What follows belongs to an exercise in optimizing a design on an open flow for small area and a short achievable clock period; a production flow would make more cautious choices.
No functional check of the RTL was part of any run shown here.

==> flow/design.v, too long to show whole: its modules and the start of the top module <==
// module izhikevich_neuron: 959 lines
module izhikevich_neuron #(parameter DT = 16'h0100)
(
    input wire clk,
    input wire rst,
    input wire [15:0] I,
    output reg spike
);
  // ...
==> flow/flow/run.sh <==
#!/bin/bash
# Layout flow for the hand-mapped datapath.
#  1. the standard synthesis of the RTL (kept for its flip-flops: their
#     names, cell types and reset nets are reused unchanged);
#  2. flow/gen2.py, the same generator that wrote the RTL (same options, see
#     flow/gen_args), writes the same circuit mapped by hand onto sky130 cells:
#     full-adder trees and parallel-prefix adders as designed, instead of
#     Yosys/ABC's re-mapping of them;
#  3. flow/polar.py re-chooses the polarity of the full-adder cells (and picks
#     between a gate and its complement) to drop
#     redundant inverters;
#  4. the standard ORFS flow from floorplan on, with every port buffered by a
#     buf_1 cell and the make settings in flow/make_args (the timing repair's
#     setup-slack target).
# Each tool's output goes to a log file of its own in this folder.
set -euo pipefail
W=$(pwd)
R=$W/orfs/results/${FLOW_PLATFORM}/izhikevich_neuron/base
bash standard.sh synth > $W/log_synth.txt 2>&1
cp $R/1_2_yosys.v $W/netlist_standard.v
python3 $W/flow/gen2.py $(cat $W/flow/gen_args) --net $W/netlist_hand.v --std $W/netlist_standard.v > $W/log_gen2.txt 2>&1
python3 $W/flow/polar.py --gates $W/netlist_hand.v $W/netlist_polar.v > $W/log_polar.txt 2>&1
cp $W/netlist_polar.v $R/1_2_yosys.v
touch $R/1_2_yosys.v
export BUFFER_PORTS_ARGS="-buffer_cell sky130_fd_sc_hd__buf_1"
# extra make settings for the layout steps (flow/make_args, may be empty)
bash standard.sh $(cat $W/flow/make_args 2>/dev/null) finish > $W/log_finish.txt 2>&1
==> flow/flow/gen_args <==
--redq dadda --split 1 --ka sk --kb bk
==> flow/flow/make_args <==
SETUP_SLACK_MARGIN=5
==> flow/standard.sh <==
#!/bin/bash
# synth_recipe.tcl (not shown) runs the flow's synth.tcl, then flattens the netlist and writes it again
# the make line also repeats each setting of config.mk as NAME=value (left out here)
make -C /OpenROAD-flow-scripts/flow DESIGN_CONFIG=/design/flow/config.mk WORK_HOME=/design/flow/orfs CLKGATE_MAP_FILE= SYNTH_SCRIPT=/design/flow/synth_recipe.tcl "${@:-finish}"
==> flow/config.mk <==
export PLATFORM = sky130hd
export DESIGN_NAME = izhikevich_neuron
export DESIGN_NICKNAME = izhikevich_neuron
export VERILOG_FILES = /design/flow/design.v
export SDC_FILE = /design/flow/constraint.sdc
export NUM_CORES = 4
export LEC_CHECK = 0
export CAP_MARGIN = 20
export CORE_MARGIN = 2
export CORE_UTILIZATION = 40
export CTS_BUF_LIST = sky130_fd_sc_hd__clkbuf_8
export CTS_CLUSTER_DIAMETER = 150
export CTS_CLUSTER_SIZE = 40
export PLACE_DENSITY = 0.6
export SLEW_MARGIN = 20
==> flow/constraint.sdc <==
create_clock -name core_clock -period 12.0 [get_ports {clk}]
set_input_delay 2.4000 -clock core_clock [delete_from_list [all_inputs] [get_ports {clk}]]
set_output_delay 2.4000 -clock core_clock [all_outputs]
set_load 0.01 [all_outputs]
Not shown: flow/flow/gen2.py, flow/flow/polar.py
==> summary.md, run 1 <==
| Metric | Value |
|---|---|
| Run status | `timing/DRC/antenna clean` |
| Setup crit end kind | `register` |
| Grt peak-use layer | `met2` |
| Nets@finish | `987` |
| Post-CTS Hold Buffers | `0` |
| RSZ-0062 raised after global routing | `false` |
| Final worst setup slack | `5376 ps` |
| FFs & Latches | `33` |
| M3 GR Usage | `1.830%` |
| Pre-CTS setup slack | `4563 ps` |
| CTS tree | `done` |
| Fmax | `151.0 MHz` |
| Clock buffer count | `5` |
| Slowest-stage cell, CP | `dfstp_4` |
| Hold depth | `2` |
| GPL Wtd Cong | `0.8491` |
| Final setup TNS | `0 ps` |
| Pin count of the biggest net entering global routing | `35` |
| Hold_ws | `650.9 ps` |
| Clock root buffer | `clkbuf_8` |
| Initial antenna violation count | `0` |
| Post-synthesis net count | `951` |
| Avg WL per Cell | `14.66 um` |
| Headroom to the max-slew limit | `50.36%` |
| Fin crit period | `~6600 ps` |
| ClkCell Share | `under 10%` |
| Seq/total area | `10.88%` |
| Inverters | `60` |
| Met2 Use GR | `29.70%` |
| Multi-input combinational area share | `79.74%` |
| Tot GR Track Use | `16.92%` |
| Area grow syn2layout | `10.14%` |
| Vias in the first global route | `5308` |
| Htree depth | `2` |
| Mapped Avg Cell Area | `9.288 um2` |
| Drc violations | `0` |
==> inputs of run 2 (changes only) <==
==> flow/design.v (replaced) <==
module izhikevich_neuron #(parameter DT = 16'h0100)
(
    input wire clk,
    input wire rst,
    input wire [15:0] I,
    output reg spike
);
    reg [15:0] v, u;
  wire w3 = v[12] & v[11];
  wire w6 = v[10] & v[9];
  wire w9 = w3 & w6;
  wire w10 = ~v[15];
  wire w13 = v[14] | v[13];
  wire w16 = w13 | w9;
  wire w19 = w10 & w16;
  wire w22 = v[0] & v[2];
  wire w25 = v[0] & v[3];
  wire w28 = v[0] & v[4];
  wire w31 = v[0] & v[5];
  wire w34 = v[0] & v[6];
  wire w37 = v[0] & v[7];
  wire w40 = v[0] & v[8];
  wire w43 = v[0] & v[9];
  wire w46 = v[0] & v[10];
  wire w49 = v[0] & v[11];
  wire w52 = v[0] & v[12];
  wire w55 = v[0] & v[13];
  wire w58 = v[0] & v[14];
  wire w59 = ~v[0];
  wire w62 = v[1] & w59;
  wire w65 = v[1] & v[0];
  wire w68 = v[1] & v[3];
  wire w71 = v[1] & v[4];
  wire w74 = v[1] & v[5];
  wire w77 = v[1] & v[6];
  wire w80 = v[1] & v[7];
  wire w83 = v[1] & v[8];
  wire w86 = v[1] & v[9];
  wire w89 = v[1] & v[10];
  wire w92 = v[1] & v[11];
  wire w95 = v[1] & v[12];
  wire w98 = v[1] & v[13];
  wire w101 = v[1] & v[14];
  wire w102 = ~v[1];
  wire w105 = v[2] & w102;
  wire w108 = v[2] & v[1];
  wire w111 = v[2] & v[4];
  wire w114 = v[2] & v[5];
  wire w117 = v[2] & v[6];
  wire w120 = v[2] & v[7];
  wire w123 = v[2] & v[8];
  wire w126 = v[2] & v[9];
  wire w129 = v[2] & v[10];
  wire w132 = v[2] & v[11];
  wire w135 = v[2] & v[12];
  wire w138 = v[2] & v[13];
  wire w141 = v[2] & v[14];
  wire w142 = ~v[2];
  wire w145 = v[3] & w142;
  wire w148 = v[3] & v[2];
  wire w151 = v[3] & v[5];
  wire w154 = v[3] & v[6];
  wire w157 = v[3] & v[7];
  wire w160 = v[3] & v[8];
  wire w163 = v[3] & v[9];
  wire w166 = v[3] & v[10];
  wire w169 = v[3] & v[11];
  wire w172 = v[3] & v[12];
  wire w175 = v[3] & v[13];
  wire w178 = v[3] & v[14];
  wire w179 = ~v[3];
  wire w182 = v[4] & w179;
  wire w185 = v[4] & v[3];
  wire w188 = v[4] & v[6];
  wire w191 = v[4] & v[7];
  wire w194 = v[4] & v[8];
  wire w197 = v[4] & v[9];
  wire w200 = v[4] & v[10];
  wire w203 = v[4] & v[11];
  wire w206 = v[4] & v[12];
  wire w209 = v[4] & v[13];
  wire w212 = v[4] & v[14];
  wire w213 = ~v[4];
  wire w216 = v[5] & w213;
  wire w219 = v[5] & v[4];
  wire w222 = v[5] & v[7];
  wire w225 = v[5] & v[8];
  wire w228 = v[5] & v[9];
  wire w231 = v[5] & v[10];
  wire w234 = v[5] & v[11];
  wire w237 = v[5] & v[12];
  wire w240 = v[5] & v[13];
  wire w243 = v[5] & v[14];
  wire w244 = ~v[5];
  wire w247 = v[6] & w244;
  wire w250 = v[6] & v[5];
  wire w253 = v[6] & v[8];
  wire w256 = v[6] & v[9];
  wire w259 = v[6] & v[10];
  wire w262 = v[6] & v[11];
  wire w265 = v[6] & v[12];
  wire w268 = v[6] & v[13];
  wire w271 = v[6] & v[14];
  wire w272 = ~v[6];
  wire w275 = v[7] & w272;
  wire w278 = v[7] & v[6];
  wire w281 = v[7] & v[9];
  wire w284 = v[7] & v[10];
  wire w287 = v[7] & v[11];
  wire w290 = v[7] & v[12];
  wire w293 = v[7] & v[13];
  wire w296 = v[7] & v[14];
  wire w297 = ~v[7];
  wire w300 = v[8] & w297;
  wire w303 = v[8] & v[7];
  wire w306 = v[8] & v[10];
  wire w309 = v[8] & v[11];
  wire w312 = v[8] & v[12];
  wire w315 = v[8] & v[13];
  wire w318 = v[8] & v[14];
  wire w319 = ~v[8];
  wire w322 = v[9] & w319;
  wire w325 = v[9] & v[8];
  wire w328 = v[9] & v[11];
  wire w331 = v[9] & v[12];
  wire w334 = v[9] & v[13];
  wire w335 = ~v[9];
  wire w338 = v[10] & w335;
  wire w341 = v[10] & v[9];
  wire w344 = v[10] & v[12];
  wire w345 = ~v[10];
  wire w348 = v[11] & w345;
  wire w351 = v[11] & v[10];
  wire w354 = v[15] & v[0];
  wire w355 = ~w354;
  wire w358 = v[15] & v[1];
  wire w359 = ~w358;
  wire w362 = v[15] & v[2];
  wire w363 = ~w362;
  wire w366 = v[15] & v[3];
  wire w367 = ~w366;
  wire w370 = v[15] & v[4];
  wire w371 = ~w370;
  wire w374 = v[15] & v[5];
  wire w375 = ~w374;
  wire w378 = v[15] & v[6];
  wire w379 = ~w378;
  wire w382 = v[15] & v[7];
  wire w383 = ~w382;
  wire fs387 = w28 ^ w68 ^ w108;
  wire fc388 = (w28 & w68) | (w28 & w108) | (w68 & w108);
  wire fs394 = w31 ^ w71 ^ w145;
  wire fc395 = (w31 & w71) | (w31 & w145) | (w71 & w145);
  wire fs399 = w34 ^ w74 ^ w111;
  wire fc400 = (w34 & w74) | (w34 & w111) | (w74 & w111);
  wire fs404 = w148 ^ fc395 ^ fs399;
  wire fc405 = (w148 & fc395) | (w148 & fs399) | (fc395 & fs399);
  wire fs409 = w37 ^ w77 ^ w114;
  wire fc410 = (w37 & w77) | (w37 & w114) | (w77 & w114);
  wire fs416 = w182 ^ fc400 ^ fs409;
  wire fc417 = (w182 & fc400) | (w182 & fs409) | (fc400 & fs409);
  wire fs421 = w40 ^ w80 ^ w117;
  wire fc422 = (w40 & w80) | (w40 & w117) | (w80 & w117);
  wire fs426 = w151 ^ w185 ^ fc410;
  wire fc427 = (w151 & w185) | (w151 & fc410) | (w185 & fc410);
  wire fs431 = fs421 ^ fs426 ^ fc417;
  wire fc432 = (fs421 & fs426) | (fs421 & fc417) | (fs426 & fc417);
  wire fs436 = w43 ^ w83 ^ w120;
  wire fc437 = (w43 & w83) | (w43 & w120) | (w83 & w120);
  wire fs443 = w154 ^ w216 ^ fc422;
  wire fc444 = (w154 & w216) | (w154 & fc422) | (w216 & fc422);
  wire fs448 = fs436 ^ fc427 ^ fs443;
  wire fc449 = (fs436 & fc427) | (fs436 & fs443) | (fc427 & fs443);
  wire fs453 = w46 ^ w86 ^ w123;
  wire fc454 = (w46 & w86) | (w46 & w123) | (w86 & w123);
  wire fs458 = w157 ^ w188 ^ w219;
  wire fc459 = (w157 & w188) | (w157 & w219) | (w188 & w219);
  wire fs463 = fc437 ^ fs453 ^ fs458;
  wire fc464 = (fc437 & fs453) | (fc437 & fs458) | (fs453 & fs458);
  wire fs468 = fc444 ^ fs463 ^ fc449;
  wire fc469 = (fc444 & fs463) | (fc444 & fc449) | (fs463 & fc449);
  wire fs473 = w49 ^ w89 ^ w126;
  wire fc474 = (w49 & w89) | (w49 & w126) | (w89 & w126);
  wire fs480 = w160 ^ w191 ^ w247;
  wire fc481 = (w160 & w191) | (w160 & w247) | (w191 & w247);
  wire fs485 = fc454 ^ fc459 ^ fs473;
  wire fc486 = (fc454 & fc459) | (fc454 & fs473) | (fc459 & fs473);
  wire fs490 = fs480 ^ fc464 ^ fs485;
  wire fc491 = (fs480 & fc464) | (fs480 & fs485) | (fc464 & fs485);
  wire fs495 = w52 ^ w92 ^ w129;
  wire fc496 = (w52 & w92) | (w52 & w129) | (w92 & w129);
  wire fs500 = w163 ^ w194 ^ w222;
  wire fc501 = (w163 & w194) | (w163 & w222) | (w194 & w222);
  wire fs505 = w250 ^ fc474 ^ fc481;
  wire fc506 = (w250 & fc474) | (w250 & fc481) | (fc474 & fc481);
  wire fs510 = fs495 ^ fs500 ^ fc486;
  wire fc511 = (fs495 & fs500) | (fs495 & fc486) | (fs500 & fc486);
  wire fs515 = fs505 ^ fs510 ^ fc491;
  wire fc516 = (fs505 & fs510) | (fs505 & fc491) | (fs510 & fc491);
  wire fs520 = w55 ^ w95 ^ w132;
  wire fc521 = (w55 & w95) | (w55 & w132) | (w95 & w132);
  wire fs525 = w166 ^ w197 ^ w225;
  wire fc526 = (w166 & w197) | (w166 & w225) | (w197 & w225);
  wire fs532 = w275 ^ fc496 ^ fc501;
  wire fc533 = (w275 & fc496) | (w275 & fc501) | (fc496 & fc501);
  wire fs537 = fs520 ^ fs525 ^ fc506;
  wire fc538 = (fs520 & fs525) | (fs520 & fc506) | (fs525 & fc506);
  wire fs542 = fs532 ^ fc511 ^ fs537;
  wire fc543 = (fs532 & fc511) | (fs532 & fs537) | (fc511 & fs537);
  wire fs547 = w58 ^ w98 ^ w135;
  wire fc548 = (w58 & w98) | (w58 & w135) | (w98 & w135);
  wire fs552 = w169 ^ w200 ^ w228;
  wire fc553 = (w169 & w200) | (w169 & w228) | (w200 & w228);
  wire fs557 = w253 ^ w278 ^ fc521;
  wire fc558 = (w253 & w278) | (w253 & fc521) | (w278 & fc521);
  wire fs562 = fc526 ^ fs547 ^ fs552;
  wire fc563 = (fc526 & fs547) | (fc526 & fs552) | (fs547 & fs552);
  wire fs567 = fs557 ^ fc533 ^ fs562;
  wire fc568 = (fs557 & fc533) | (fs557 & fs562) | (fc533 & fs562);
  wire fs572 = fc538 ^ fs567 ^ fc543;
  wire fc573 = (fc538 & fs567) | (fc538 & fc543) | (fs567 & fc543);
  wire w576 = w101 ^ w138;
  wire w577 = ~w576;
  wire w580 = w101 | w138;
  wire fs584 = w172 ^ w203 ^ w231;
  wire fc585 = (w172 & w203) | (w172 & w231) | (w203 & w231);
  wire fs591 = w256 ^ w355 ^ w300;
  wire fc592 = (w256 & w355) | (w256 & w300) | (w355 & w300);
  wire fs596 = w577 ^ fc548 ^ fc553;
  wire fc597 = (w577 & fc548) | (w577 & fc553) | (fc548 & fc553);
  wire fs603 = fs584 ^ fs591 ^ fc558;
  wire fc604 = (fs584 & fs591) | (fs584 & fc558) | (fs591 & fc558);
  wire fs608 = fc563 ^ fs596 ^ fs603;
  wire fc609 = (fc563 & fs596) | (fc563 & fs603) | (fs596 & fs603);
  wire fs613 = fc568 ^ fs608 ^ fc573;
  wire fc614 = (fc568 & fs608) | (fc568 & fc573) | (fs608 & fc573);
  wire fs618 = w141 ^ w175 ^ w206;
  wire fc619 = (w141 & w175) | (w141 & w206) | (w175 & w206);
  wire fs623 = w234 ^ w259 ^ w281;
  wire fc624 = (w234 & w259) | (w234 & w281) | (w259 & w281);
  wire fs630 = w303 ^ w359 ^ w580;
  wire fc631 = (w303 & w359) | (w303 & w580) | (w359 & w580);
  wire fs637 = fc585 ^ fc592 ^ fs618;
  wire fc638 = (fc585 & fc592) | (fc585 & fs618) | (fc592 & fs618);
  wire fs644 = fs623 ^ fs630 ^ fc597;
  wire fc645 = (fs623 & fs630) | (fs623 & fc597) | (fs630 & fc597);
  wire fs649 = fc604 ^ fs637 ^ fs644;
  wire fc650 = (fc604 & fs637) | (fc604 & fs644) | (fs637 & fs644);
  wire fs654 = fc609 ^ fs649 ^ fc614;
  wire fc655 = (fc609 & fs649) | (fc609 & fc614) | (fs649 & fc614);
  wire fs659 = w178 ^ w209 ^ w237;
  wire fc660 = (w178 & w209) | (w178 & w237) | (w209 & w237);
  wire fs666 = w262 ^ w284 ^ w363;
  wire fc667 = (w262 & w284) | (w262 & w363) | (w284 & w363);
  wire fs673 = w322 ^ fc619 ^ fc624;
  wire fc674 = (w322 & fc619) | (w322 & fc624) | (fc619 & fc624);
  wire fs680 = fc631 ^ fs659 ^ fs666;
  wire fc681 = (fc631 & fs659) | (fc631 & fs666) | (fs659 & fs666);
  wire fs685 = fs673 ^ fc638 ^ fs680;
  wire fc686 = (fs673 & fc638) | (fs673 & fs680) | (fc638 & fs680);
  wire fs690 = fc645 ^ fs685 ^ fc650;
  wire fc691 = (fc645 & fs685) | (fc645 & fc650) | (fs685 & fc650);
  wire fs695 = w212 ^ w240 ^ w265;
  wire fc696 = (w212 & w240) | (w212 & w265) | (w240 & w265);
  wire fs700 = w287 ^ w306 ^ w325;
  wire fc701 = (w287 & w306) | (w287 & w325) | (w306 & w325);
  wire fs707 = w367 ^ fc660 ^ fc667;
  wire fc708 = (w367 & fc660) | (w367 & fc667) | (fc660 & fc667);
  wire fs712 = fs695 ^ fs700 ^ fc674;
  wire fc713 = (fs695 & fs700) | (fs695 & fc674) | (fs700 & fc674);
  wire fs717 = fs707 ^ fc681 ^ fs712;
  wire fc718 = (fs707 & fc681) | (fs707 & fs712) | (fc681 & fs712);
  wire fs722 = fc686 ^ fs717 ^ fc691;
  wire fc723 = (fc686 & fs717) | (fc686 & fc691) | (fs717 & fc691);
  wire fs727 = w243 ^ w268 ^ w290;
  wire fc728 = (w243 & w268) | (w243 & w290) | (w268 & w290);
  wire fs734 = w309 ^ w371 ^ w338;
  wire fc735 = (w309 & w371) | (w309 & w338) | (w371 & w338);
  wire fs739 = fc696 ^ fc701 ^ fs727;
  wire fc740 = (fc696 & fc701) | (fc696 & fs727) | (fc701 & fs727);
  wire fs746 = fs734 ^ fc708 ^ fs739;
  wire fc747 = (fs734 & fc708) | (fs734 & fs739) | (fc708 & fs739);
  wire fs751 = fc713 ^ fs746 ^ fc718;
  wire fc752 = (fc713 & fs746) | (fc713 & fc718) | (fs746 & fc718);
  wire fs756 = w271 ^ w293 ^ w312;
  wire fc757 = (w271 & w293) | (w271 & w312) | (w293 & w312);
  wire fs763 = w328 ^ w341 ^ w375;
  wire fc764 = (w328 & w341) | (w328 & w375) | (w341 & w375);
  wire fs770 = fc728 ^ fc735 ^ fs756;
  wire fc771 = (fc728 & fc735) | (fc728 & fs756) | (fc735 & fs756);
  wire fs775 = fs763 ^ fc740 ^ fs770;
  wire fc776 = (fs763 & fc740) | (fs763 & fs770) | (fc740 & fs770);
  wire fs780 = fc747 ^ fs775 ^ fc752;
  wire fc781 = (fc747 & fs775) | (fc747 & fc752) | (fs775 & fc752);
  wire fs785 = w296 ^ w315 ^ w331;
  wire fc786 = (w296 & w315) | (w296 & w331) | (w315 & w331);
  wire fs792 = w379 ^ w348 ^ fc757;
  wire fc793 = (w379 & w348) | (w379 & fc757) | (w348 & fc757);
  wire fs799 = fc764 ^ fs785 ^ fs792;
  wire fc800 = (fc764 & fs785) | (fc764 & fs792) | (fs785 & fs792);
  wire fs804 = fc771 ^ fs799 ^ fc776;
  wire fc805 = (fc771 & fs799) | (fc771 & fc776) | (fs799 & fc776);
  wire fs809 = w318 ^ w334 ^ w344;
  wire fc810 = (w318 & w334) | (w318 & w344) | (w334 & w344);
  wire fs816 = w351 ^ w383 ^ fc786;
  wire fc817 = (w351 & w383) | (w351 & fc786) | (w383 & fc786);
  wire fs823 = fs809 ^ fc793 ^ fs816;
  wire fc824 = (fs809 & fc793) | (fs809 & fs816) | (fc793 & fs816);
  wire fs828 = fc800 ^ fs823 ^ fc805;
  wire fc829 = (fc800 & fs823) | (fc800 & fc805) | (fs823 & fc805);
  wire w832 = w22 & w65;
  wire w835 = w25 & w105;
  wire w838 = fc388 & fs394;
  wire w841 = w22 ^ w65;
  wire w844 = w25 ^ w105;
  wire w847 = fc388 ^ fs394;
  wire w850 = w841 & w62;
  wire w853 = fs387 & w835;
  wire w856 = fs387 & w844;
  wire w859 = fs404 & w838;
  wire w862 = fs404 & w847;
  wire w865 = (w847 & w853) | w838;
  wire w868 = w847 & w856;
  wire w871 = (w862 & w853) | w859;
  wire w874 = w862 & w856;
  wire w877 = (w844 & w832) | w835;
  wire w880 = (w856 & w832) | w853;
  wire w885 = (w868 & w832) | w865;
  wire w888 = (w874 & w832) | w871;
  wire w891 = fc405 & fs416;
  wire w894 = fc432 & fs448;
  wire w897 = fc469 & fs490;
  wire w900 = fc516 & fs542;
  wire w903 = fc655 & fs690;
  wire w906 = fc723 & fs751;
  wire w909 = fc781 & fs804;
  wire w912 = fc405 ^ fs416;
  wire w915 = fc432 ^ fs448;
  wire w918 = fc469 ^ fs490;
  wire w921 = fc516 ^ fs542;
  wire w924 = fc655 ^ fs690;
  wire w927 = fc723 ^ fs751;
  wire w930 = fc781 ^ fs804;
  wire w933 = (w912 & w888) | w891;
  wire w936 = w915 & fs431;
  wire w939 = w918 & fs468;
  wire w942 = w921 & fs515;
  wire w945 = fs613 & fs572;
  wire w948 = w924 & fs654;
  wire w951 = w927 & fs722;
  wire w954 = w930 & fs780;
  wire w959 = (w936 & w933) | w894;
  wire w962 = (w942 & w897) | w900;
  wire w965 = w942 & w939;
  wire w968 = w948 & w945;
  wire w971 = (w954 & w906) | w909;
  wire w974 = w954 & w951;
  wire w977 = (w965 & w959) | w962;
  wire w982 = (w974 & w903) | w971;
  wire w985 = w974 & w968;
  wire w988 = (w985 & w977) | w982;
  wire w993 = (w968 & w977) | w903;
  wire w998 = (w939 & w959) | w897;
  wire w1001 = w945 & w977;
  wire w1004 = (w951 & w993) | w906;
  wire w1007 = fs431 & w933;
  wire w1010 = fs468 & w959;
  wire w1013 = fs515 & w998;
  wire w1016 = fs572 & w977;
  wire w1019 = fs654 & w1001;
  wire w1022 = fs722 & w993;
  wire w1025 = fs780 & w1004;
  wire w1028 = fs828 & w988;
  wire w1031 = w912 ^ w888;
  wire w1034 = fs431 ^ w933;
  wire w1037 = w915 ^ w1007;
  wire w1040 = fs468 ^ w959;
  wire w1043 = w918 ^ w1010;
  wire w1046 = fs515 ^ w998;
  wire w1049 = w921 ^ w1013;
  wire w1052 = fs572 ^ w977;
  wire w1055 = fs613 ^ w1016;
  wire w1058 = fs654 ^ w1001;
  wire w1061 = w924 ^ w1019;
  wire w1064 = fs722 ^ w993;
  wire w1067 = w927 ^ w1022;
  wire w1070 = fs780 ^ w1004;
  wire w1073 = w930 ^ w1025;
  wire w1076 = fs828 ^ w988;
  wire w1077 = ~u[1];
  wire w1078 = ~u[2];
  wire w1079 = ~u[3];
  wire w1080 = ~u[4];
  wire w1081 = ~u[5];
  wire w1082 = ~u[6];
  wire w1083 = ~u[7];
  wire w1084 = ~u[8];
  wire w1085 = ~u[9];
  wire w1086 = ~u[10];
  wire w1087 = ~u[11];
  wire w1088 = ~u[12];
  wire w1089 = ~u[13];
  wire w1090 = ~u[14];
  wire w1091 = ~u[15];
  wire w1092 = ~u[0];
  wire w1095 = v[0] & w1077;
  wire w1098 = v[1] & w1078;
  wire w1101 = v[2] & w1079;
  wire w1104 = v[3] & w1080;
  wire w1107 = v[4] & w1081;
  wire w1110 = v[5] & w1082;
  wire w1113 = v[6] & w1083;
  wire w1116 = v[7] & w1084;
  wire w1119 = v[8] & w1085;
  wire w1122 = v[9] & w1086;
  wire w1125 = v[10] & w1087;
  wire w1128 = v[11] & w1088;
  wire w1131 = v[12] & w1089;
  wire w1134 = v[13] & w1090;
  wire w1137 = v[14] & w1091;
  wire w1140 = v[0] ^ w1077;
  wire w1143 = v[1] ^ w1078;
  wire w1146 = v[2] ^ w1079;
  wire w1149 = v[3] ^ w1080;
  wire w1152 = v[4] ^ w1081;
  wire w1155 = v[5] ^ w1082;
  wire w1158 = v[6] ^ w1083;
  wire w1161 = v[7] ^ w1084;
  wire w1164 = v[8] ^ w1085;
  wire w1167 = v[9] ^ w1086;
  wire w1170 = v[10] ^ w1087;
  wire w1173 = v[11] ^ w1088;
  wire w1176 = v[12] ^ w1089;
  wire w1179 = v[13] ^ w1090;
  wire w1182 = v[14] ^ w1091;
  wire w1187 = (w1140 & w1092) | w1095;
  wire w1190 = (w1146 & w1098) | w1101;
  wire w1193 = w1146 & w1143;
  wire w1196 = (w1152 & w1104) | w1107;
  wire w1199 = w1152 & w1149;
  wire w1202 = (w1158 & w1110) | w1113;
  wire w1205 = w1158 & w1155;
  wire w1208 = (w1164 & w1116) | w1119;
  wire w1211 = w1164 & w1161;
  wire w1214 = (w1170 & w1122) | w1125;
  wire w1217 = w1170 & w1167;
  wire w1220 = (w1176 & w1128) | w1131;
  wire w1223 = w1176 & w1173;
  wire w1226 = (w1182 & w1134) | w1137;
  wire w1229 = w1182 & w1179;
  wire w1232 = (w1193 & w1187) | w1190;
  wire w1235 = (w1205 & w1196) | w1202;
  wire w1238 = w1205 & w1199;
  wire w1241 = (w1217 & w1208) | w1214;
  wire w1244 = w1217 & w1211;
  wire w1247 = (w1229 & w1220) | w1226;
  wire w1250 = w1229 & w1223;
  wire w1253 = (w1238 & w1232) | w1235;
  wire w1256 = (w1250 & w1241) | w1247;
  wire w1259 = w1250 & w1244;
  wire w1262 = (w1259 & w1253) | w1256;
  wire w1267 = (w1244 & w1253) | w1241;
  wire w1272 = (w1199 & w1232) | w1196;
  wire w1275 = (w1211 & w1253) | w1208;
  wire w1278 = (w1223 & w1267) | w1220;
  wire w1283 = (w1143 & w1187) | w1098;
  wire w1286 = (w1149 & w1232) | w1104;
  wire w1289 = (w1155 & w1272) | w1110;
  wire w1292 = (w1161 & w1253) | w1116;
  wire w1295 = (w1167 & w1275) | w1122;
  wire w1300 = (w1173 & w1267) | w1128;
  wire w1303 = (w1179 & w1278) | w1134;
  wire w1306 = w1140 ^ w1092;
  wire w1309 = w1143 ^ w1187;
  wire w1312 = w1146 ^ w1283;
  wire w1315 = w1149 ^ w1232;
  wire w1318 = w1152 ^ w1286;
  wire w1321 = w1155 ^ w1272;
  wire w1324 = w1158 ^ w1289;
  wire w1327 = w1161 ^ w1253;
  wire w1330 = w1164 ^ w1292;
  wire w1333 = w1167 ^ w1275;
  wire w1336 = w1170 ^ w1295;
  wire w1339 = w1173 ^ w1267;
  wire w1342 = w1176 ^ w1300;
  wire w1345 = w1179 ^ w1278;
  wire w1348 = w1182 ^ w1303;
  wire w1349 = ~w1076;
  wire w1350 = ~w1076;
  wire w1351 = ~w1076;
  wire fs1355 = u[0] ^ w1031 ^ I[0];
  wire fc1356 = (u[0] & w1031) | (u[0] & I[0]) | (w1031 & I[0]);
  wire fs1360 = w1037 ^ w1046 ^ fs1355;
  wire fc1361 = (w1037 & w1046) | (w1037 & fs1355) | (w1046 & fs1355);
  wire fs1365 = w1306 ^ w1034 ^ I[1];
  wire fc1366 = (w1306 & w1034) | (w1306 & I[1]) | (w1034 & I[1]);
  wire fs1370 = w1040 ^ fc1356 ^ fs1365;
  wire fc1371 = (w1040 & fc1356) | (w1040 & fs1365) | (fc1356 & fs1365);
  wire fs1375 = w1049 ^ fc1361 ^ fs1370;
  wire fc1376 = (w1049 & fc1361) | (w1049 & fs1370) | (fc1361 & fs1370);
  wire fs1380 = v[0] ^ w1309 ^ I[2];
  wire fc1381 = (v[0] & w1309) | (v[0] & I[2]) | (w1309 & I[2]);
  wire fs1385 = w1037 ^ w1043 ^ fc1366;
  wire fc1386 = (w1037 & w1043) | (w1037 & fc1366) | (w1043 & fc1366);
  wire fs1390 = fs1380 ^ w1052 ^ fc1371;
  wire fc1391 = (fs1380 & w1052) | (fs1380 & fc1371) | (w1052 & fc1371);
  wire fs1395 = fs1385 ^ fc1376 ^ fs1390;
  wire fc1396 = (fs1385 & fc1376) | (fs1385 & fs1390) | (fc1376 & fs1390);
  wire fs1400 = v[1] ^ w1312 ^ I[3];
  wire fc1401 = (v[1] & w1312) | (v[1] & I[3]) | (w1312 & I[3]);
  wire fs1405 = w1040 ^ fc1381 ^ w1046;
  wire fc1406 = (w1040 & fc1381) | (w1040 & w1046) | (fc1381 & w1046);
  wire fs1410 = fs1400 ^ fc1386 ^ fs1405;
  wire fc1411 = (fs1400 & fc1386) | (fs1400 & fs1405) | (fc1386 & fs1405);
  wire fs1415 = w1055 ^ fc1391 ^ fs1410;
  wire fc1416 = (w1055 & fc1391) | (w1055 & fs1410) | (fc1391 & fs1410);
  wire fs1420 = v[2] ^ w1315 ^ I[4];
  wire fc1421 = (v[2] & w1315) | (v[2] & I[4]) | (w1315 & I[4]);
  wire fs1425 = w1043 ^ fc1401 ^ fs1420;
  wire fc1426 = (w1043 & fc1401) | (w1043 & fs1420) | (fc1401 & fs1420);
  wire fs1430 = w1049 ^ fc1406 ^ fs1425;
  wire fc1431 = (w1049 & fc1406) | (w1049 & fs1425) | (fc1406 & fs1425);
  wire fs1435 = w1058 ^ fc1411 ^ fs1430;
  wire fc1436 = (w1058 & fc1411) | (w1058 & fs1430) | (fc1411 & fs1430);
  wire fs1440 = v[3] ^ w1318 ^ I[5];
  wire fc1441 = (v[3] & w1318) | (v[3] & I[5]) | (w1318 & I[5]);
  wire fs1445 = fc1421 ^ w1046 ^ fs1440;
  wire fc1446 = (fc1421 & w1046) | (fc1421 & fs1440) | (w1046 & fs1440);
  wire fs1450 = w1052 ^ fc1426 ^ fs1445;
  wire fc1451 = (w1052 & fc1426) | (w1052 & fs1445) | (fc1426 & fs1445);
  wire fs1455 = w1061 ^ fc1431 ^ fs1450;
  wire fc1456 = (w1061 & fc1431) | (w1061 & fs1450) | (fc1431 & fs1450);
  wire fs1460 = v[4] ^ w1321 ^ I[6];
  wire fc1461 = (v[4] & w1321) | (v[4] & I[6]) | (w1321 & I[6]);
  wire fs1465 = fc1441 ^ fs1460 ^ w1049;
  wire fc1466 = (fc1441 & fs1460) | (fc1441 & w1049) | (fs1460 & w1049);
  wire fs1470 = fc1446 ^ w1055 ^ fs1465;
  wire fc1471 = (fc1446 & w1055) | (fc1446 & fs1465) | (w1055 & fs1465);
  wire fs1475 = fc1451 ^ fs1470 ^ w1064;
  wire fc1476 = (fc1451 & fs1470) | (fc1451 & w1064) | (fs1470 & w1064);
  wire fs1480 = v[5] ^ w1324 ^ I[7];
  wire fc1481 = (v[5] & w1324) | (v[5] & I[7]) | (w1324 & I[7]);
  wire fs1485 = fc1461 ^ fs1480 ^ w1052;
  wire fc1486 = (fc1461 & fs1480) | (fc1461 & w1052) | (fs1480 & w1052);
  wire fs1490 = fc1466 ^ w1058 ^ fs1485;
  wire fc1491 = (fc1466 & w1058) | (fc1466 & fs1485) | (w1058 & fs1485);
  wire fs1495 = fc1471 ^ fs1490 ^ w1067;
  wire fc1496 = (fc1471 & fs1490) | (fc1471 & w1067) | (fs1490 & w1067);
  wire fs1500 = v[6] ^ w1327 ^ I[8];
  wire fc1501 = (v[6] & w1327) | (v[6] & I[8]) | (w1327 & I[8]);
  wire fs1505 = fc1481 ^ fs1500 ^ w1055;
  wire fc1506 = (fc1481 & fs1500) | (fc1481 & w1055) | (fs1500 & w1055);
  wire fs1510 = fc1486 ^ w1061 ^ fs1505;
  wire fc1511 = (fc1486 & w1061) | (fc1486 & fs1505) | (w1061 & fs1505);
  wire fs1515 = fc1491 ^ w1070 ^ fs1510;
  wire fc1516 = (fc1491 & w1070) | (fc1491 & fs1510) | (w1070 & fs1510);
  wire fs1520 = v[7] ^ w1330 ^ I[9];
  wire fc1521 = (v[7] & w1330) | (v[7] & I[9]) | (w1330 & I[9]);
  wire fs1525 = fc1501 ^ fs1520 ^ w1058;
  wire fc1526 = (fc1501 & fs1520) | (fc1501 & w1058) | (fs1520 & w1058);
  wire fs1530 = fc1506 ^ fs1525 ^ w1064;
  wire fc1531 = (fc1506 & fs1525) | (fc1506 & w1064) | (fs1525 & w1064);
  wire fs1535 = fc1511 ^ w1073 ^ fs1530;
  wire fc1536 = (fc1511 & w1073) | (fc1511 & fs1530) | (w1073 & fs1530);
  wire fs1540 = v[8] ^ w1333 ^ I[10];
  wire fc1541 = (v[8] & w1333) | (v[8] & I[10]) | (w1333 & I[10]);
  wire fs1545 = fc1521 ^ fs1540 ^ w1061;
  wire fc1546 = (fc1521 & fs1540) | (fc1521 & w1061) | (fs1540 & w1061);
  wire fs1552 = fc1526 ^ fs1545 ^ w1351;
  wire fc1553 = (fc1526 & fs1545) | (fc1526 & w1351) | (fs1545 & w1351);
  wire fs1557 = w1067 ^ fc1531 ^ fs1552;
  wire fc1558 = (w1067 & fc1531) | (w1067 & fs1552) | (fc1531 & fs1552);
  wire w1561 = v[9] ^ w1336;
  wire w1562 = ~w1561;
  wire w1565 = v[9] | w1336;
  wire fs1571 = w1562 ^ I[11] ^ fc1541;
  wire fc1572 = (w1562 & I[11]) | (w1562 & fc1541) | (I[11] & fc1541);
  wire fs1576 = fs1571 ^ fc1546 ^ w1064;
  wire fc1577 = (fs1571 & fc1546) | (fs1571 & w1064) | (fc1546 & w1064);
  wire fs1581 = w1070 ^ fs1576 ^ fc1553;
  wire fc1582 = (w1070 & fs1576) | (w1070 & fc1553) | (fs1576 & fc1553);
  wire fs1588 = v[10] ^ w1339 ^ w1565;
  wire fc1589 = (v[10] & w1339) | (v[10] & w1565) | (w1339 & w1565);
  wire fs1593 = fs1588 ^ I[12] ^ fc1572;
  wire fc1594 = (fs1588 & I[12]) | (fs1588 & fc1572) | (I[12] & fc1572);
  wire fs1598 = fs1593 ^ w1067 ^ w1073;
  wire fc1599 = (fs1593 & w1067) | (fs1593 & w1073) | (w1067 & w1073);
  wire fs1603 = fc1577 ^ fs1598 ^ fc1582;
  wire fc1604 = (fc1577 & fs1598) | (fc1577 & fc1582) | (fs1598 & fc1582);
  wire w1607 = v[11] ^ w1342;
  wire w1608 = ~w1607;
  wire w1611 = v[11] | w1342;
  wire fs1617 = w1608 ^ fc1589 ^ I[13];
  wire fc1618 = (w1608 & fc1589) | (w1608 & I[13]) | (fc1589 & I[13]);
  wire fs1622 = fs1617 ^ fc1594 ^ w1070;
  wire fc1623 = (fs1617 & fc1594) | (fs1617 & w1070) | (fc1594 & w1070);
  wire fs1627 = w1350 ^ fs1622 ^ fc1599;
  wire fc1628 = (w1350 & fs1622) | (w1350 & fc1599) | (fs1622 & fc1599);
  wire w1631 = v[12] ^ w1345;
  wire w1632 = ~w1631;
  wire w1635 = v[12] | w1345;
  wire fs1641 = w1611 ^ w1632 ^ I[14];
  wire fc1642 = (w1611 & w1632) | (w1611 & I[14]) | (w1632 & I[14]);
  wire fs1648 = fc1618 ^ fs1641 ^ w1073;
  wire fc1649 = (fc1618 & fs1641) | (fc1618 & w1073) | (fs1641 & w1073);
  wire fs1653 = fc1623 ^ fs1648 ^ fc1628;
  wire fc1654 = (fc1623 & fs1648) | (fc1623 & fc1628) | (fs1648 & fc1628);
  wire w1657 = v[13] ^ w1635;
  wire w1658 = ~w1657;
  wire w1661 = v[13] | w1635;
  wire fs1667 = w1348 ^ w1658 ^ I[15];
  wire fc1668 = (w1348 & w1658) | (w1348 & I[15]) | (w1658 & I[15]);
  wire fs1674 = fc1642 ^ fs1667 ^ w1349;
  wire fc1675 = (fc1642 & fs1667) | (fc1642 & w1349) | (fs1667 & w1349);
  wire fs1681 = fs1674 ^ fc1649 ^ fc1654;
  wire fc1682 = (fs1674 & fc1649) | (fs1674 & fc1654) | (fc1649 & fc1654);
  wire w1685 = w1031 & w1040;
  wire w1688 = w1034 & w1043;
  wire w1691 = w1031 ^ w1040;
  wire w1694 = w1034 ^ w1043;
  wire w1697 = w1034 & w1031;
  wire w1700 = w1691 & w1037;
  wire w1703 = w1037 & w1697;
  wire w1706 = w1700 & w1697;
  wire w1711 = (w1694 & w1685) | w1688;
  wire w1714 = w1694 & w1706;
  wire w1717 = fc1396 & fs1415;
  wire w1720 = fc1416 & fs1435;
  wire w1723 = fc1436 & fs1455;
  wire w1726 = fc1456 & fs1475;
  wire w1729 = fc1476 & fs1495;
  wire w1732 = fc1496 & fs1515;
  wire w1735 = fc1516 & fs1535;
  wire w1738 = fc1536 & fs1557;
  wire w1741 = fc1558 & fs1581;
  wire w1744 = fc1604 & fs1627;
  wire w1747 = fc1396 ^ fs1415;
  wire w1750 = fc1416 ^ fs1435;
  wire w1753 = fc1436 ^ fs1455;
  wire w1756 = fc1456 ^ fs1475;
  wire w1759 = fc1476 ^ fs1495;
  wire w1762 = fc1496 ^ fs1515;
  wire w1765 = fc1516 ^ fs1535;
  wire w1768 = fc1536 ^ fs1557;
  wire w1771 = fc1558 ^ fs1581;
  wire w1774 = fc1604 ^ fs1627;
  wire w1777 = fs1360 & w1711;
  wire w1780 = fs1395 & fs1375;
  wire w1785 = (w1750 & w1717) | w1720;
  wire w1788 = w1750 & w1747;
  wire w1793 = (w1756 & w1723) | w1726;
  wire w1796 = w1756 & w1753;
  wire w1801 = (w1762 & w1729) | w1732;
  wire w1804 = w1762 & w1759;
  wire w1809 = (w1768 & w1735) | w1738;
  wire w1812 = w1768 & w1765;
  wire w1815 = fs1603 & w1741;
  wire w1818 = fs1603 & w1771;
  wire w1821 = fs1653 & w1744;
  wire w1824 = fs1653 & w1774;
  wire w1827 = w1780 & w1777;
  wire w1832 = (w1796 & w1785) | w1793;
  wire w1835 = w1796 & w1788;
  wire w1840 = (w1812 & w1801) | w1809;
  wire w1843 = w1812 & w1804;
  wire w1848 = (w1824 & w1815) | w1821;
  wire w1851 = w1824 & w1818;
  wire w1854 = (w1835 & w1827) | w1832;
  wire w1859 = (w1851 & w1840) | w1848;
  wire w1862 = w1851 & w1843;
  wire w1865 = (w1862 & w1854) | w1859;
  wire w1870 = (w1843 & w1854) | w1840;
  wire w1875 = (w1788 & w1827) | w1785;
  wire w1878 = (w1804 & w1854) | w1801;
  wire w1883 = (w1818 & w1870) | w1815;
  wire w1886 = fs1375 & w1777;
  wire w1889 = (w1747 & w1827) | w1717;
  wire w1894 = (w1753 & w1875) | w1723;
  wire w1899 = (w1759 & w1854) | w1729;
  wire w1902 = (w1765 & w1878) | w1735;
  wire w1905 = (w1771 & w1870) | w1741;
  wire w1910 = (w1774 & w1883) | w1744;
  wire w1913 = fs1681 & w1865;
  wire w1916 = fs1360 ^ w1711;
  wire w1919 = fs1375 ^ w1777;
  wire w1922 = fs1395 ^ w1886;
  wire w1925 = w1747 ^ w1827;
  wire w1928 = w1750 ^ w1889;
  wire w1931 = w1753 ^ w1875;
  wire w1934 = w1756 ^ w1894;
  wire w1937 = w1759 ^ w1854;
  wire w1940 = w1762 ^ w1899;
  wire w1943 = w1765 ^ w1878;
  wire w1946 = w1768 ^ w1902;
  wire w1949 = w1771 ^ w1870;
  wire w1952 = fs1603 ^ w1905;
  wire w1955 = w1774 ^ w1883;
  wire w1958 = fs1653 ^ w1910;
  wire w1961 = fs1681 ^ w1865;
  wire w1962 = ~w19;
  wire w1965 = u[0] & w1962;
  wire w1968 = w1306 & w1962;
  wire w1971 = w1309 & w1962;
  wire w1974 = w1312 & w1962;
  wire w1977 = w1315 & w1962;
  wire w1980 = w1318 & w1962;
  wire w1983 = w1321 & w1962;
  wire w1986 = w1324 & w1962;
  wire w1989 = w1327 & w1962;
  wire w1992 = w1330 & w1962;
  wire w1995 = w1333 & w1962;
  wire w1998 = w1336 & w1962;
  wire w2001 = w1339 & w1962;
  wire w2004 = w1342 & w1962;
  wire w2007 = w1345 & w1962;
  wire w2010 = w1348 & w1962;
  wire w2011 = ~w2010;
  wire w2012 = ~w2010;
  wire w2013 = ~w2010;
  wire fs2017 = w1965 ^ w1971 ^ w1983;
  wire fc2018 = (w1965 & w1971) | (w1965 & w1983) | (w1971 & w1983);
  wire fs2022 = w1968 ^ w1974 ^ w1986;
  wire fc2023 = (w1968 & w1974) | (w1968 & w1986) | (w1974 & w1986);
  wire fs2027 = u[0] ^ w1971 ^ w1977;
  wire fc2028 = (u[0] & w1971) | (u[0] & w1977) | (w1971 & w1977);
  wire fs2032 = w1989 ^ fs2027 ^ fc2023;
  wire fc2033 = (w1989 & fs2027) | (w1989 & fc2023) | (fs2027 & fc2023);
  wire fs2037 = u[1] ^ w1974 ^ w1980;
  wire fc2038 = (u[1] & w1974) | (u[1] & w1980) | (w1974 & w1980);
  wire fs2042 = fc2028 ^ w1992 ^ fs2037;
  wire fc2043 = (fc2028 & w1992) | (fc2028 & fs2037) | (w1992 & fs2037);
  wire fs2047 = u[2] ^ w1977 ^ w1983;
  wire fc2048 = (u[2] & w1977) | (u[2] & w1983) | (w1977 & w1983);
  wire fs2052 = w1995 ^ fc2038 ^ fs2047;
  wire fc2053 = (w1995 & fc2038) | (w1995 & fs2047) | (fc2038 & fs2047);
  wire fs2057 = u[3] ^ w1980 ^ w1986;
  wire fc2058 = (u[3] & w1980) | (u[3] & w1986) | (w1980 & w1986);
  wire fs2062 = w1998 ^ fc2048 ^ fs2057;
  wire fc2063 = (w1998 & fc2048) | (w1998 & fs2057) | (fc2048 & fs2057);
  wire fs2067 = u[4] ^ w1989 ^ w1983;
  wire fc2068 = (u[4] & w1989) | (u[4] & w1983) | (w1989 & w1983);
  wire fs2072 = w2001 ^ fc2058 ^ fs2067;
  wire fc2073 = (w2001 & fc2058) | (w2001 & fs2067) | (fc2058 & fs2067);
  wire fs2077 = u[5] ^ w1986 ^ w1992;
  wire fc2078 = (u[5] & w1986) | (u[5] & w1992) | (w1986 & w1992);
  wire fs2082 = w2004 ^ fc2068 ^ fs2077;
  wire fc2083 = (w2004 & fc2068) | (w2004 & fs2077) | (fc2068 & fs2077);
  wire fs2087 = u[6] ^ w1989 ^ w1995;
  wire fc2088 = (u[6] & w1989) | (u[6] & w1995) | (w1989 & w1995);
  wire fs2092 = w2007 ^ fs2087 ^ fc2078;
  wire fc2093 = (w2007 & fs2087) | (w2007 & fc2078) | (fs2087 & fc2078);
  wire w2096 = u[7] ^ w1992;
  wire w2097 = ~w2096;
  wire w2100 = u[7] | w1992;
  wire fs2106 = w1998 ^ w2097 ^ fc2088;
  wire fc2107 = (w1998 & w2097) | (w1998 & fc2088) | (w2097 & fc2088);
  wire fs2113 = w2013 ^ fc2093 ^ fs2106;
  wire fc2114 = (w2013 & fc2093) | (w2013 & fs2106) | (fc2093 & fs2106);
  wire w2117 = u[8] ^ w1995;
  wire w2118 = ~w2117;
  wire w2121 = u[8] | w1995;
  wire fs2127 = w2001 ^ w2100 ^ w2118;
  wire fc2128 = (w2001 & w2100) | (w2001 & w2118) | (w2100 & w2118);
  wire fs2134 = fs2127 ^ fc2107 ^ fc2114;
  wire fc2135 = (fs2127 & fc2107) | (fs2127 & fc2114) | (fc2107 & fc2114);
  wire w2138 = u[9] ^ w1998;
  wire w2139 = ~w2138;
  wire w2142 = u[9] | w1998;
  wire fs2148 = w2121 ^ w2004 ^ w2139;
  wire fc2149 = (w2121 & w2004) | (w2121 & w2139) | (w2004 & w2139);
  wire fs2155 = fc2128 ^ fs2148 ^ fc2135;
  wire fc2156 = (fc2128 & fs2148) | (fc2128 & fc2135) | (fs2148 & fc2135);
  wire w2159 = u[10] ^ w2001;
  wire w2160 = ~w2159;
  wire w2163 = u[10] | w2001;
  wire fs2169 = w2007 ^ w2142 ^ w2160;
  wire fc2170 = (w2007 & w2142) | (w2007 & w2160) | (w2142 & w2160);
  wire w2173 = fc2149 & fs2169;
  wire w2176 = fc2149 ^ fs2169;
  wire fs2182 = u[11] ^ w19 ^ w2163;
  wire fc2183 = (u[11] & w19) | (u[11] & w2163) | (w19 & w2163);
  wire fs2187 = w2004 ^ w2012 ^ fs2182;
  wire fc2188 = (w2004 & w2012) | (w2004 & fs2182) | (w2012 & fs2182);
  wire fs2194 = fc2170 ^ w2173 ^ fs2187;
  wire fc2195 = (fc2170 & w2173) | (fc2170 & fs2187) | (w2173 & fs2187);
  wire w2198 = u[12] ^ w2007;
  wire w2199 = ~w2198;
  wire w2202 = u[12] | w2007;
  wire fs2208 = w2199 ^ fc2183 ^ fc2188;
  wire fc2209 = (w2199 & fc2183) | (w2199 & fc2188) | (fc2183 & fc2188);
  wire fs2215 = u[13] ^ w2011 ^ w2202;
  wire fc2216 = (u[13] & w2011) | (u[13] & w2202) | (w2011 & w2202);
  wire w2217 = ~u[14];
  wire w2220 = u[15] ^ u[14];
  wire w2221 = ~w2220;
  wire w2224 = u[15] | u[14];
  wire w2227 = w1965 & w1977;
  wire w2230 = w1968 & w1980;
  wire w2233 = fc2018 & fs2022;
  wire w2236 = w1965 ^ w1977;
  wire w2239 = w1968 ^ w1980;
  wire w2242 = fc2018 ^ fs2022;
  wire w2245 = w1968 & w1965;
  wire w2248 = w1974 & w1971;
  wire w2253 = (w2239 & w2227) | w2230;
  wire w2256 = w2239 & w2236;
  wire w2259 = w2242 & fs2017;
  wire w2262 = w1971 & w2245;
  wire w2265 = w2248 & w2245;
  wire w2268 = fs2017 & w2253;
  wire w2271 = fs2017 & w2256;
  wire w2276 = (w2259 & w2253) | w2233;
  wire w2279 = w2259 & w2256;
  wire w2282 = w2236 & w2265;
  wire w2285 = w2256 & w2265;
  wire w2288 = w2271 & w2265;
  wire w2291 = w2279 & w2265;
  wire w2294 = fc2033 & fs2042;
  wire w2297 = fc2043 & fs2052;
  wire w2300 = fc2053 & fs2062;
  wire w2303 = fc2063 & fs2072;
  wire w2306 = fc2073 & fs2082;
  wire w2309 = fc2083 & fs2092;
  wire w2312 = fc2156 & w2176;
  wire w2315 = fc2195 & fs2208;
  wire w2318 = fc2209 & fs2215;
  wire w2321 = fc2216 & w2217;
  wire w2324 = fc2033 ^ fs2042;
  wire w2327 = fc2043 ^ fs2052;
  wire w2330 = fc2053 ^ fs2062;
  wire w2333 = fc2063 ^ fs2072;
  wire w2336 = fc2073 ^ fs2082;
  wire w2339 = fc2083 ^ fs2092;
  wire w2342 = fc2156 ^ w2176;
  wire w2345 = fc2195 ^ fs2208;
  wire w2348 = fc2209 ^ fs2215;
  wire w2351 = fc2216 ^ w2217;
  wire w2354 = fs2032 & w2276;
  wire w2359 = (w2327 & w2294) | w2297;
  wire w2362 = w2327 & w2324;
  wire w2367 = (w2333 & w2300) | w2303;
  wire w2370 = w2333 & w2330;
  wire w2375 = (w2339 & w2306) | w2309;
  wire w2378 = w2339 & w2336;
  wire w2381 = fs2134 & fs2113;
  wire w2384 = w2342 & fs2155;
  wire w2387 = w2345 & fs2194;
  wire w2390 = (w2351 & w2318) | w2321;
  wire w2393 = w2351 & w2348;
  wire w2396 = (w2362 & w2354) | w2359;
  wire w2401 = (w2378 & w2367) | w2375;
  wire w2404 = w2378 & w2370;
  wire w2407 = w2384 & w2381;
  wire w2410 = (w2393 & w2315) | w2390;
  wire w2413 = w2393 & w2387;
  wire w2416 = (w2404 & w2396) | w2401;
  wire w2419 = (w2413 & w2312) | w2410;
  wire w2422 = w2413 & w2407;
  wire w2425 = (w2422 & w2416) | w2419;
  wire w2430 = (w2407 & w2416) | w2312;
  wire w2435 = (w2370 & w2396) | w2367;
  wire w2438 = w2381 & w2416;
  wire w2441 = (w2387 & w2430) | w2315;
  wire w2446 = (w2324 & w2354) | w2294;
  wire w2449 = (w2330 & w2396) | w2300;
  wire w2454 = (w2336 & w2435) | w2306;
  wire w2457 = fs2113 & w2416;
  wire w2460 = fs2155 & w2438;
  wire w2463 = fs2194 & w2430;
  wire w2466 = (w2348 & w2441) | w2318;
  wire w2469 = w2221 & w2425;
  wire w2472 = fs2032 ^ w2276;
  wire w2475 = w2324 ^ w2354;
  wire w2478 = w2327 ^ w2446;
  wire w2481 = w2330 ^ w2396;
  wire w2484 = w2333 ^ w2449;
  wire w2487 = w2336 ^ w2435;
  wire w2490 = w2339 ^ w2454;
  wire w2493 = fs2113 ^ w2416;
  wire w2496 = fs2134 ^ w2457;
  wire w2499 = fs2155 ^ w2438;
  wire w2502 = w2342 ^ w2460;
  wire w2505 = fs2194 ^ w2430;
  wire w2508 = w2345 ^ w2463;
  wire w2511 = w2348 ^ w2441;
  wire w2514 = w2351 ^ w2466;
  wire w2517 = w2221 ^ w2425;
  wire w2520 = ~w19 & w1916;
  wire w2523 = ~w19 & w1919;
  wire w2526 = ~w19 & w1922;
  wire w2529 = ~w19 & w1925;
  wire w2532 = ~w19 & w1928;
  wire w2535 = ~w19 & w1931;
  wire w2538 = ~w19 & w1934;
  wire w2541 = ~w19 & w1937;
  wire w2544 = w19 | w1940;
  wire w2547 = w19 | w1943;
  wire w2550 = w19 | w1946;
  wire w2553 = w19 | w1949;
  wire w2556 = w19 | w1952;
  wire w2559 = w19 | w1955;
  wire w2562 = ~w19 & w1958;
  wire w2565 = w19 | w1961;
    wire [15:0] v_next = {w2565, w2562, w2559, w2556, w2553, w2550, w2547, w2544, w2541, w2538, w2535, w2532, w2529, w2526, w2523, w2520};
    wire [15:0] u_next = {w2517, w2514, w2511, w2508, w2505, w2502, w2499, w2496, w2493, w2490, w2487, w2484, w2481, w2478, w2475, w2472};
    always @(posedge clk or posedge rst) begin
        if (rst) begin
            v <= 16'hBF00;
            u <= 16'h0000;
            spike <= 1'b0;
        end else begin
            v <= v_next;
            u <= u_next;
            spike <= w19;
        end
    end
endmodule
--- a/flow/flow/gen2.py
+++ b/flow/flow/gen2.py
@@ -32,7 +32,6 @@
 ap.add_argument('--hapol', type=int, default=1)
 ap.add_argument('--split', type=int, default=0)
 ap.add_argument('--vx', type=int, default=0)
-ap.add_argument('--opol', type=int, default=0)
 ap.add_argument('--redv2', default='dadda')
 ap.add_argument('--dsc', type=float, default=0.42)
 ap.add_argument('--dcc', type=float, default=0.32)
@@ -325,10 +324,10 @@
         d *= 2
     return G[n - 1]
 
-def cpa(ra, rb, lo_keep, kind, cin=None, opol=None):
+def cpa(ra, rb, lo_keep, kind, cin=None):
     if args.split and lo_keep > 0 and cin is None:
         c = carry_out(ra[:lo_keep], rb[:lo_keep])
-        return cpa(ra[lo_keep:], rb[lo_keep:], 0, kind, cin=c, opol=opol)
+        return cpa(ra[lo_keep:], rb[lo_keep:], 0, kind, cin=c)
     n = len(ra)
     g = [AND(a, b) for a, b in zip(ra, rb)]
     p = [XOR(a, b) for a, b in zip(ra, rb)]
@@ -361,7 +360,7 @@
             comb(i, i - 1)
     out = []
     for i in range(lo_keep, n):
-        out.append(p[i] if i == 0 else XOR(p[i], G[i - 1], opol))
+        out.append(p[i] if i == 0 else XOR(p[i], G[i - 1]))
     return out
 
 # ----------------------------------------------------------------------------
@@ -377,11 +376,7 @@
 
 # spike condition: v >= 30.0 (signed) = ~v15 & (v14 | v13 | v12&v11&v10&v9)
 t1 = AND(AND(v[12], v[11]), AND(v[10], v[9]))
-if args.opol:
-    _a, _b = NOT(v[15]), OR(OR(v[14], v[13]), t1)
-    sp = gate(lambda a, b: a & b, [_a, _b], f"{_a.rtl} & {_b.rtl}", want=False)
-else:
-    sp = AND(NOT(v[15]), OR(OR(v[14], v[13]), t1))
+sp = AND(NOT(v[15]), OR(OR(v[14], v[13]), t1))
 
 CTX[0] = 'sqpp'
 # squarer: P = v*v mod 2^24 (v = v_low - 2^15 v15)
@@ -409,7 +404,7 @@
 
 CTX[0] = 'x'
 # x = 2v - u = 2v + ~u + 1 ; x[0] = u[0], carry-in ~u[0]
-xs = cpa(v[0:15], [NOT(u[i + 1]) for i in range(15)], 0, args.kx, cin=NOT(u[0]), opol=True if args.opol else None)
+xs = cpa(v[0:15], [NOT(u[i + 1]) for i in range(15)], 0, args.kx, cin=NOT(u[0]))
 x = [u[0]] + xs
 
 def addrow(cols, ncol, bits, shift, signed):
@@ -456,7 +451,7 @@
 else:
     ra, rb = reduce(cols, NV, const, args.redv)
 CTX[0] = 'cpa_b'
-vn = cpa(ra, rb, 5, args.kb, opol=True if args.opol else None)
+vn = cpa(ra, rb, 5, args.kb)
 
 CTX[0] = 'utree'
 # u tree (x gated off while spiking; then + d)
==> flow/flow/gen_args (replaced) <==
--redq tdm --split 1 --ka bk --kb bk
--- a/flow/flow/polar.py
+++ b/flow/flow/polar.py
@@ -13,9 +13,6 @@
 GATEFLIP = '--gates' in sys.argv
 if GATEFLIP:
     sys.argv.remove('--gates')
-ABSORB = '--absorb' in sys.argv
-if ABSORB:
-    sys.argv.remove('--absorb')
 src = open(sys.argv[1]).read()
 m = re.search(r'^\s*module\s+(\S+)\s*\(', src, re.M)
 body_start = src.index(';', m.end()) + 1
@@ -222,107 +219,12 @@
         op, np_ = out_pin(short), out_pin(COMP[short])
         cells[ci][0] = nt
         cells[ci][2] = [((np_ if p == op else p), net) for p, net in cells[ci][2]]
-# absorb remaining inverters into the gates they feed, where a gate with the
-# input inverted exists at no more area than the inverter saves
-import itertools
-FUN = {
-    'and2_1': (['A', 'B'], 'X', lambda a, b: a & b),
-    'nand2_1': (['A', 'B'], 'Y', lambda a, b: 1 - (a & b)),
-    'or2_1': (['A', 'B'], 'X', lambda a, b: a | b),
-    'nor2_1': (['A', 'B'], 'Y', lambda a, b: 1 - (a | b)),
-    'and2b_1': (['A_N', 'B'], 'X', lambda a, b: (1 - a) & b),
-    'nand2b_1': (['A_N', 'B'], 'Y', lambda a, b: a | (1 - b)),
-    'or2b_1': (['A', 'B_N'], 'X', lambda a, b: a | (1 - b)),
-    'nor2b_1': (['A', 'B_N'], 'Y', lambda a, b: (1 - a) & b),
-    'xor2_1': (['A', 'B'], 'X', lambda a, b: a ^ b),
-    'xnor2_1': (['A', 'B'], 'Y', lambda a, b: 1 - (a ^ b)),
-    'a21o_1': (['A1', 'A2', 'B1'], 'X', lambda a, b, c: (a & b) | c),
-    'a21oi_1': (['A1', 'A2', 'B1'], 'Y', lambda a, b, c: 1 - ((a & b) | c)),
-    'o21a_1': (['A1', 'A2', 'B1'], 'X', lambda a, b, c: (a | b) & c),
-    'o21ai_1': (['A1', 'A2', 'B1'], 'Y', lambda a, b, c: 1 - ((a | b) & c)),
-    'o21ai_0': (['A1', 'A2', 'B1'], 'Y', lambda a, b, c: 1 - ((a | b) & c)),
-    'a21bo_1': (['A1', 'A2', 'B1_N'], 'X', lambda a, b, c: (a & b) | (1 - c)),
-    'a21boi_0': (['A1', 'A2', 'B1_N'], 'Y', lambda a, b, c: 1 - ((a & b) | (1 - c))),
-    'o21ba_1': (['A1', 'A2', 'B1_N'], 'X', lambda a, b, c: (a | b) & (1 - c)),
-    'o21bai_1': (['A1', 'A2', 'B1_N'], 'Y', lambda a, b, c: 1 - ((a | b) & (1 - c))),
-    'nand3_1': (['A', 'B', 'C'], 'Y', lambda a, b, c: 1 - (a & b & c)),
-    'nor3_1': (['A', 'B', 'C'], 'Y', lambda a, b, c: 1 - (a | b | c)),
-    'and3_1': (['A', 'B', 'C'], 'X', lambda a, b, c: a & b & c),
-    'or3_1': (['A', 'B', 'C'], 'X', lambda a, b, c: a | b | c),
-}
-FAREA = dict(A_)
-FAREA.update({'nand3_1': 5.0048, 'nor3_1': 5.0048, 'and3_1': 6.256, 'or3_1': 6.256})
-def tt(f, n):
-    return tuple(f(*[(m >> i) & 1 for i in range(n)]) for m in range(1 << n))
-TMAP = {}
-for cn, (pins, op, f) in FUN.items():
-    n = len(pins)
-    for perm in itertools.permutations(range(n)):
-        def g(*xs, f=f, perm=perm, n=n):
-            pv = [0] * n
-            for j in range(n):
-                pv[perm[j]] = xs[j]
-            return f(*pv)
-        key = (n, tt(g, n))
-        if key not in TMAP or FAREA[TMAP[key][0]] > FAREA[cn]:
-            TMAP[key] = (cn, perm)
-dropped = set()
-if ABSORB:
-    inv_cons = {nn: [] for nn in invnet.values()}
-    for ci, (t, n, conns) in enumerate(cells):
-        if ci in removable:
-            continue
-        for k, (p, net) in enumerate(conns):
-            if net in inv_cons and p not in OUTPINS:
-                inv_cons[net].append((ci, k))
-    rootof = {nn: r for r, nn in invnet.items()}
-    for nn, lst in inv_cons.items():
-        bycell = {}
-        for ci, k in lst:
-            bycell.setdefault(ci, []).append(k)
-        plan, total, ok = [], 0.0, bool(lst)
-        for ci, ks in bycell.items():
-            short = cells[ci][0][len('sky130_fd_sc_hd__'):]
-            if short not in FUN:
-                ok = False
-                break
-            pins, op, f = FUN[short]
-            conns = cells[ci][2]
-            inv_idx = [pins.index(conns[k][0]) for k in ks]
-            n = len(pins)
-            def g(*xs, f=f, inv_idx=inv_idx):
-                ys = list(xs)
-                for j in inv_idx:
-                    ys[j] = 1 - ys[j]
-                return f(*ys)
-            key = (n, tt(g, n))
-            if key not in TMAP:
-                ok = False
-                break
-            cname, perm = TMAP[key]
-            total += FAREA[cname] - FAREA[short]
-            plan.append((ci, cname, perm, pins, op, inv_idx))
-        if not ok or total > 3.7536 - 1e-6:
-            continue
-        r = rootof[nn]
-        for ci, cname, perm, pins, op, inv_idx in plan:
-            pn = dict(cells[ci][2])
-            fin = [pn[p] for p in pins]
-            for j in inv_idx:
-                fin[j] = r
-            npins, nop, _ = FUN[cname]
-            cells[ci][0] = 'sky130_fd_sc_hd__' + cname
-            cells[ci][2] = [(npins[perm[j]], fin[j]) for j in range(len(pins))] + [(nop, pn[op])]
-        dropped.add(nn)
-    print(f"polar: {len(dropped)} inverters absorbed into gates", file=sys.stderr)
 for ci, (t, n, conns) in enumerate(cells):
     if ci in removable:
         continue
     pins = ",\n".join(f"    .{p}({esc(net)})" for p, net in conns)
     out.append(f"  {t} {n} (\n{pins}\n  );\n")
 for i, (r, nn) in enumerate(invnet.items()):
-    if nn in dropped:
-        continue
     out.append(f"  sky130_fd_sc_hd__inv_1 _polinv{i}_ (\n    .A({esc(r)}),\n    .Y({nn})\n  );\n")
 out.append(tail)
 out.append(src[end:])
==> run 2 against run 1 <==
Maximum frequency down 4.6%; critical path type unchanged; critical path depth unchanged; critical endpoint is now v[11]$_DFF_PP1_; still clean; non-clock buffer count up 41; highest routed layer unchanged.
==> summary.md, run 2 <==
| Metric | Value |
|---|---|
| Hold Vio Cnt, Final | `0 (unchanged)` |
| GPL Wtd Cong | `0.8076 (was 0.8491)` |
| Post-synthesis net count | `891 (was 951)` |
| Fin crit period | `6943 ps (was 6624 ps)` |
| Fin crit share | `57.86% (was 55.20%)` |
| CTS tree | `done (unchanged)` |
| RSZ-0062 raised after global routing | `true (was false)` |
| Fmax | `144.0 MHz (was 151.0 MHz)` |
| Headroom to the max-slew limit | `55.55% (was 50.36%)` |
| Drc violations | `0 (unchanged)` |
| Tot GR Track Use | `19.70% (was 16.92%)` |
| Regs by FF count | `u x16, v x16, spike x1 (unchanged)` |
| Initial antenna violation count | `0 (unchanged)` |
| Hold depth | `2 (unchanged)` |
| Register area | `885.9 um2 (was 868.3 um2)` |
| Detailed Route WL | `16.87 mm (was 15.34 mm)` |
| Post-CTS Hold Buffers | `0 (unchanged)` |
| Synth Cell Area | `0.007009 mm2 (was 0.007244 mm2)` |
| Area grow syn2layout | `18.96% (was 10.14%)` |
| Placed Instances | `955 (was 1029)` |
| Clock root buffer | `clkbuf_8 (unchanged)` |
| Die Area | `0.01860 mm2 (was 0.01920 mm2)` |
| Nets@finish | `968 (was 987)` |
| Fillers | `1628 (was 1710)` |
| Ys Warns | `1 (unchanged)` |
| Htree depth | `2 (unchanged)` |
| Final worst setup slack | `5057 ps (was 5376 ps)` |
| Max clock buf depth | `2 (unchanged)` |
| Setup crit end kind | `register (unchanged)` |
| Routed vias | `5021 (was 5090)` |
| Pin count of the biggest net entering global routing | `34 (was 35)` |
| Final setup TNS | `0 ps (unchanged)` |
| Global route overflow | `0 (unchanged)` |
| Mapped Avg Cell Area | `9.886 um2 (was 9.288 um2)` |
| RR Startpoint | `v[10]$_DFF_PP1_ (was v[12]$_DFF_PP1_)` |
| Hold_ws | `628.7 ps (was 650.9 ps)` |
| Vias in the first global route | `5497 (was 5308)` |
| Pre-CTS setup slack | `4100 ps (was 4563 ps)` |
| Area after DPL | `0.007391 mm2 (was 0.007616 mm2)` |
| Slew @ Worst Pin | `660.9 ps (was 739.4 ps)` |
| Avg WL per Cell | `16.67 um (was 14.66 um)` |
| Pins Over Slew Limit | `0 (unchanged)` |
| Worst Hold Launch | `u[15]$_DFF_PP0_ (unchanged)` |
| Drt via density | `4.961 (was 4.866)` |
| Run status | `timing/DRC/antenna clean (unchanged)` |
==> run 2: worst max path at each step <==
stage | from | end | slack [ps]
after floorplan | v[10]$_DFF_PP1_ | v[15]$_DFF_PP1_ | 4960
after global placement | v[6]$_DFF_PP0_ | v[15]$_DFF_PP1_ | 4210
after detailed placement | v[6]$_DFF_PP0_ | v[15]$_DFF_PP1_ | 4100
after CTS | v[11]$_DFF_PP1_ | v[14]$_DFF_PP0_ | 5020
after global routing | v[10]$_DFF_PP1_ | v[14]$_DFF_PP0_ | 4840
final | v[10]$_DFF_PP1_ | v[11]$_DFF_PP1_ | 5060
==> run 2: worst max-delay path, stage by stage, from the launching register on <==
cell	delay (ps)
dfstp_4	650
buf_6	140
nand2_4	50
fa_1	530
fa_1	580
fa_1	450
fa_2	360
fa_2	370
fa_2	370
xor2_2	160
buf_4	160
xor2_4	210
fa_1	470
fa_1	570
fa_1	460
xor2_2	190
buf_4	140
inv_1	60
o21ai_2	80
a21oi_4	170
o21ai_4	100
buf_6	120
buf_6	100
xor2_2	140
or2_1	240
==> run 2: timing repair <==
action / in CTS / in global routing
gates cloned: 0 / 0
setup endpoints to repair: 8 / 8
pin swaps: 14 / 32
buffers inserted: 27 / 22
resized for setup: 52 / 59
==> run 2: final cells by class <==
type / count / area share, %
Multi-Input combinational cell: 636 / 77.06
Inverter: 40 / 1.801
Timing Repair Buffer: 70 / 6.167
Clock buffer: 5 / 0.8253
Clock inverter: 3 / 0.1501
Tap cell: 225 / 3.376
Sequential cell: 33 / 10.62
==> run 2: per-layer routing <==
metal	track usage, %	up-vias	part of all wire, %
met5	0	-	0
met4	4.051	0	1.2
met3	3.430	13	4.9
met2	34.34	91	53
met1	25.87	2612	41
li1	-	2305	-

## afterwards: timing with drivers on the ports
In the flow no input, the clock included, has a driving cell. The finished layouts below were timed again as built, in two steps.
Step 1 sets driving cells, clkbuf_16 on the clock port and buf_2 on the other inputs (assumed; they add their load-dependent delay and slew).
Step 2 times the ports against the registers' clock, not the clock port: input delays grow and output delays shrink by t, the midpoint of the rising clock arrivals with the driver on.
Three values: no drivers, after step 1, after step 2; two values: the first two.
run | t (ns) | slack for setup (ns) | worst hold slack (ns) | worst setup path after step 2
run 1 | 0.332 | 5.376 / 5.376 / 5.376 | 0.651 / 0.651 / 0.651 | register to register
run 2 | 0.318 | 5.057 / 5.057 / 5.057 | 0.629 / 0.629 / 0.629 | register to register
After both steps every run listed still meets setup and hold.
